Background: an optimization exercise with open tools, aiming at small area. Do not read the settings as production practice.
The clock port is modelled as an ideal driver, which makes a skipped or thinned clock tree look cheaper than it is; a real chip needs a root buffer or a tree.
Power figures rest on the tool's default switching activity, not on a simulated workload.

==> run a <==
==> flow/design.v (excerpt) <==
module classifier_top (
  input  wire clk,
  input  wire rst_n,
  input  wire signed [3:0]  x_int4,
  input  wire signed [7:0]  w_int8,
  input  wire new_feat,
  input  wire new_class,
  input  wire [2:0] class_id,
  output reg  signed [19:0] acc20,
  output wire signed [19:0] max_score,
  output reg  [2:0] max_class
);
export LEC_CHECK = 0
export CAP_MARGIN = 20
export CORE_MARGIN = 2
export CORE_UTILIZATION = 40
export GPL_TIMING_DRIVEN = 0
export SETUP_SLACK_MARGIN = -0.3
export SLEW_MARGIN = 20
export SYNTH_HIERARCHICAL = 1
export SYNTH_MINIMUM_KEEP_SIZE = 0
create_clock -name core_clock -period 6.5 [get_ports {clk}]
standard.sh (not shown) runs the stock make flow with config.mk's settings and CLKGATE_MAP_FILE= SYNTH_SCRIPT=/design/flow/synth_recipe.tcl, a recipe that flattens the netlist after the stock synthesis.
==> flow/flow/run.sh <==
#!/bin/bash
# The standard layout (standard.sh) with these changes to how the layout is made:
#  - the port buffers that buffer_ports inserts are sky130_fd_sc_hd__buf_1;
#  - clock tree synthesis inserts no dummy loads, and its tree (a root buffer and leaf
#    buffers) is then reduced to 3 leaf buffers (collapse.tcl), each register still clocked
#    through the root and one leaf;
#  - the reset port's buffer is made sky130_fd_sc_hd__buf_4 before repair_design (rst.tcl),
#    since it drives every register's reset;
#  - after the standard synthesis (run unchanged), combinational cells that synthesis
#    upsized are set back to their smallest drive strength (downsize.tcl); the floorplan's
#    timing repair and the later repair steps upsize again wherever timing needs it.
# Each tool's output goes to its own log file here.
set -euo pipefail
export BUFFER_PORTS_ARGS="-buffer_cell sky130_fd_sc_hd__buf_1"
export CTS_ARGS="-sink_clustering_enable -repair_clock_nets -dont_use_dummy_load"
export POST_CTS_TCL=$PWD/flow/collapse.tcl CLK_KEEP=3
export PRE_RESIZE_TCL=$PWD/flow/rst.tcl RST_BUF_CELL=sky130_fd_sc_hd__buf_4
export CLK_LEAF_CELL=sky130_fd_sc_hd__clkbuf_8 CLK_ROOT_CELL=sky130_fd_sc_hd__clkbuf_4
bash standard.sh synth > synth.log 2>&1
export RESULTS=orfs/results/sky130hd/classifier_top/base
openroad -no_init -exit flow/downsize.tcl > downsize.log 2>&1
bash standard.sh finish > standard_flow.log 2>&1
Other scripts of this flow, unchanged in this note and not shown: flow/flow/collapse.tcl, flow/flow/downsize.tcl, flow/flow/rst.tcl
==> run b (differences from run a) <==
--- a/flow/design.v
+++ b/flow/design.v
@@ -383,58 +383,62 @@
   wire upd205;
   c_inv u_upd205 (updn204, upd205);
   wire md206;
   c_a22o u_md206 (upd205, acc20[0], updn204, max_q[0], md206);
   wire md207;
-  c_a22o u_md207 (upd205, acc20[2], updn204, max_q[2], md207);
+  c_a22o u_md207 (upd205, acc20[3], updn204, max_q[3], md207);
   wire md208;
-  c_a22o u_md208 (upd205, acc20[4], updn204, max_q[4], md208);
+  c_a22o u_md208 (upd205, acc20[6], updn204, max_q[6], md208);
   wire md209;
-  c_a22o u_md209 (upd205, acc20[6], updn204, max_q[6], md209);
+  c_a22o u_md209 (upd205, acc20[9], updn204, max_q[9], md209);
   wire md210;
-  c_a22o u_md210 (upd205, acc20[8], updn204, max_q[8], md210);
+  c_a22o u_md210 (upd205, acc20[12], updn204, max_q[12], md210);
   wire md211;
-  c_a22o u_md211 (upd205, acc20[10], updn204, max_q[10], md211);
+  c_a22o u_md211 (upd205, acc20[15], updn204, max_q[15], md211);
   wire md212;
-  c_a22o u_md212 (upd205, acc20[12], updn204, max_q[12], md212);
+  c_a22o u_md212 (upd205, acc20[18], updn204, max_q[18], md212);
   wire md213;
-  c_a22o u_md213 (upd205, acc20[14], updn204, max_q[14], md213);
-  wire md214;
-  c_a22o u_md214 (upd205, acc20[16], updn204, max_q[16], md214);
-  wire md215;
-  c_a22o u_md215 (upd205, acc20[18], updn204, max_q[18], md215);
+  c_a22o u_md213 (upd205, class_id[2], updn204, max_class[2], md213);
+  wire updn214;
+  c_nand2 u_updn214 (new_class, gt203, updn214);
+  wire upd215;
+  c_inv u_upd215 (updn214, upd215);
   wire md216;
-  c_a22o u_md216 (upd205, class_id[1], updn204, max_class[1], md216);
-  wire updn217;
-  c_nand2 u_updn217 (new_class, gt203, updn217);
-  wire upd218;
-  c_inv u_upd218 (updn217, upd218);
+  c_a22o u_md216 (upd215, acc20[1], updn214, max_q[1], md216);
+  wire md217;
+  c_a22o u_md217 (upd215, acc20[4], updn214, max_q[4], md217);
+  wire md218;
+  c_a22o u_md218 (upd215, acc20[7], updn214, max_q[7], md218);
   wire md219;
-  c_a22o u_md219 (upd218, acc20[1], updn217, max_q[1], md219);
+  c_a22o u_md219 (upd215, acc20[10], updn214, max_q[10], md219);
   wire md220;
-  c_a22o u_md220 (upd218, acc20[3], updn217, max_q[3], md220);
+  c_a22o u_md220 (upd215, acc20[13], updn214, max_q[13], md220);
   wire md221;
-  c_a22o u_md221 (upd218, acc20[5], updn217, max_q[5], md221);
+  c_a22o u_md221 (upd215, acc20[16], updn214, max_q[16], md221);
   wire md222;
-  c_a22o u_md222 (upd218, acc20[7], updn217, max_q[7], md222);
-  wire md223;
-  c_a22o u_md223 (upd218, acc20[9], updn217, max_q[9], md223);
-  wire md224;
-  c_a22o u_md224 (upd218, acc20[11], updn217, max_q[11], md224);
+  c_a22o u_md222 (upd215, class_id[0], updn214, max_class[0], md222);
+  wire updn223;
+  c_nand2 u_updn223 (new_class, gt203, updn223);
+  wire upd224;
+  c_inv u_upd224 (updn223, upd224);
   wire md225;
-  c_a22o u_md225 (upd218, acc20[13], updn217, max_q[13], md225);
+  c_a22o u_md225 (upd224, acc20[2], updn223, max_q[2], md225);
   wire md226;
-  c_a22o u_md226 (upd218, acc20[15], updn217, max_q[15], md226);
+  c_a22o u_md226 (upd224, acc20[5], updn223, max_q[5], md226);
   wire md227;
-  c_a22o u_md227 (upd218, acc20[17], updn217, max_q[17], md227);
+  c_a22o u_md227 (upd224, acc20[8], updn223, max_q[8], md227);
   wire md228;
-  c_a22o u_md228 (upd218, class_id[0], updn217, max_class[0], md228);
+  c_a22o u_md228 (upd224, acc20[11], updn223, max_q[11], md228);
   wire md229;
-  c_a22o u_md229 (upd218, class_id[2], updn217, max_class[2], md229);
+  c_a22o u_md229 (upd224, acc20[14], updn223, max_q[14], md229);
+  wire md230;
+  c_a22o u_md230 (upd224, acc20[17], updn223, max_q[17], md230);
+  wire md231;
+  c_a22o u_md231 (upd224, class_id[1], updn223, max_class[1], md231);
   wire [19:0] acc_d = {z154, z153, z152, z151, z150, z149, z148, z147, z146, z145, z144, z143, z142, z141, z140, z139, z138, z137, z136, z135};
-  wire [18:0] max_d = {md215, md227, md214, md226, md213, md225, md212, md224, md211, md223, md210, md222, md209, md221, md208, md220, md207, md219, md206};
-  wire [2:0] cls_d = {md229, md216, md228};
+  wire [18:0] max_d = {md212, md230, md221, md211, md229, md220, md210, md228, md219, md209, md227, md218, md208, md226, md217, md207, md225, md216, md206};
+  wire [2:0] cls_d = {md213, md231, md222};
   reg [18:0] max_q;
   assign max_score = {1'b0, max_q};
   always @(posedge clk or negedge rst_n) begin
     if (!rst_n) begin
       acc20     <= 20'd0;
==> comparison <==
Run b went through all stages and came out clean. Run a ran to the end with no violations. In sequential power, run a and run b hardly differ. In non-clock buffer count, run a and run b do not differ. In run a the first-iteration DRC count is smaller than in run b, by about 44%. In run b the maximum frequency is smaller than in run a, by 1.0%. In run a the total power is smaller than in run b, by 0.97%.
No functional check of the RTL was part of any run of this note.

afterwards: timing with drivers on the ports:
The flow's constraints put no driver on any port. The routed layouts listed below were extracted and timed again, unchanged, in two steps. Step 1 assumes that a clkbuf_16 drives the clock port and a buf_2 every other input. Step 2 adds t to the input delays and takes it off the output delays; t is the mean of the earliest and latest rising clock arrival at the registers after step 1. Input paths then give back, and output paths get back, about the clock's delay inside the block. Three values: ideal ports, drivers, drivers and shift; two values: the first two.
| run | t, ns | setup slack, ns | latest minus earliest clock arrival (ns) | slew at the worst register clock pin (ns) | pins driven straight from the clock port |
|---|---|---|---|---|---|
| run a | 0.352 | 0.532 / 0.533 / 0.181 | 0.032 / 0.032 | 0.11 / 0.11 | 1 |
| run b | 0.351 | 0.470 / 0.474 / 0.123 | 0.027 / 0.027 | 0.11 / 0.11 | 1 |
After both steps setup and hold are still met in every run listed. For run a, which loses most, drivers alone change the setup slack by +0.001 ns; drivers and shift together by -0.351 ns.
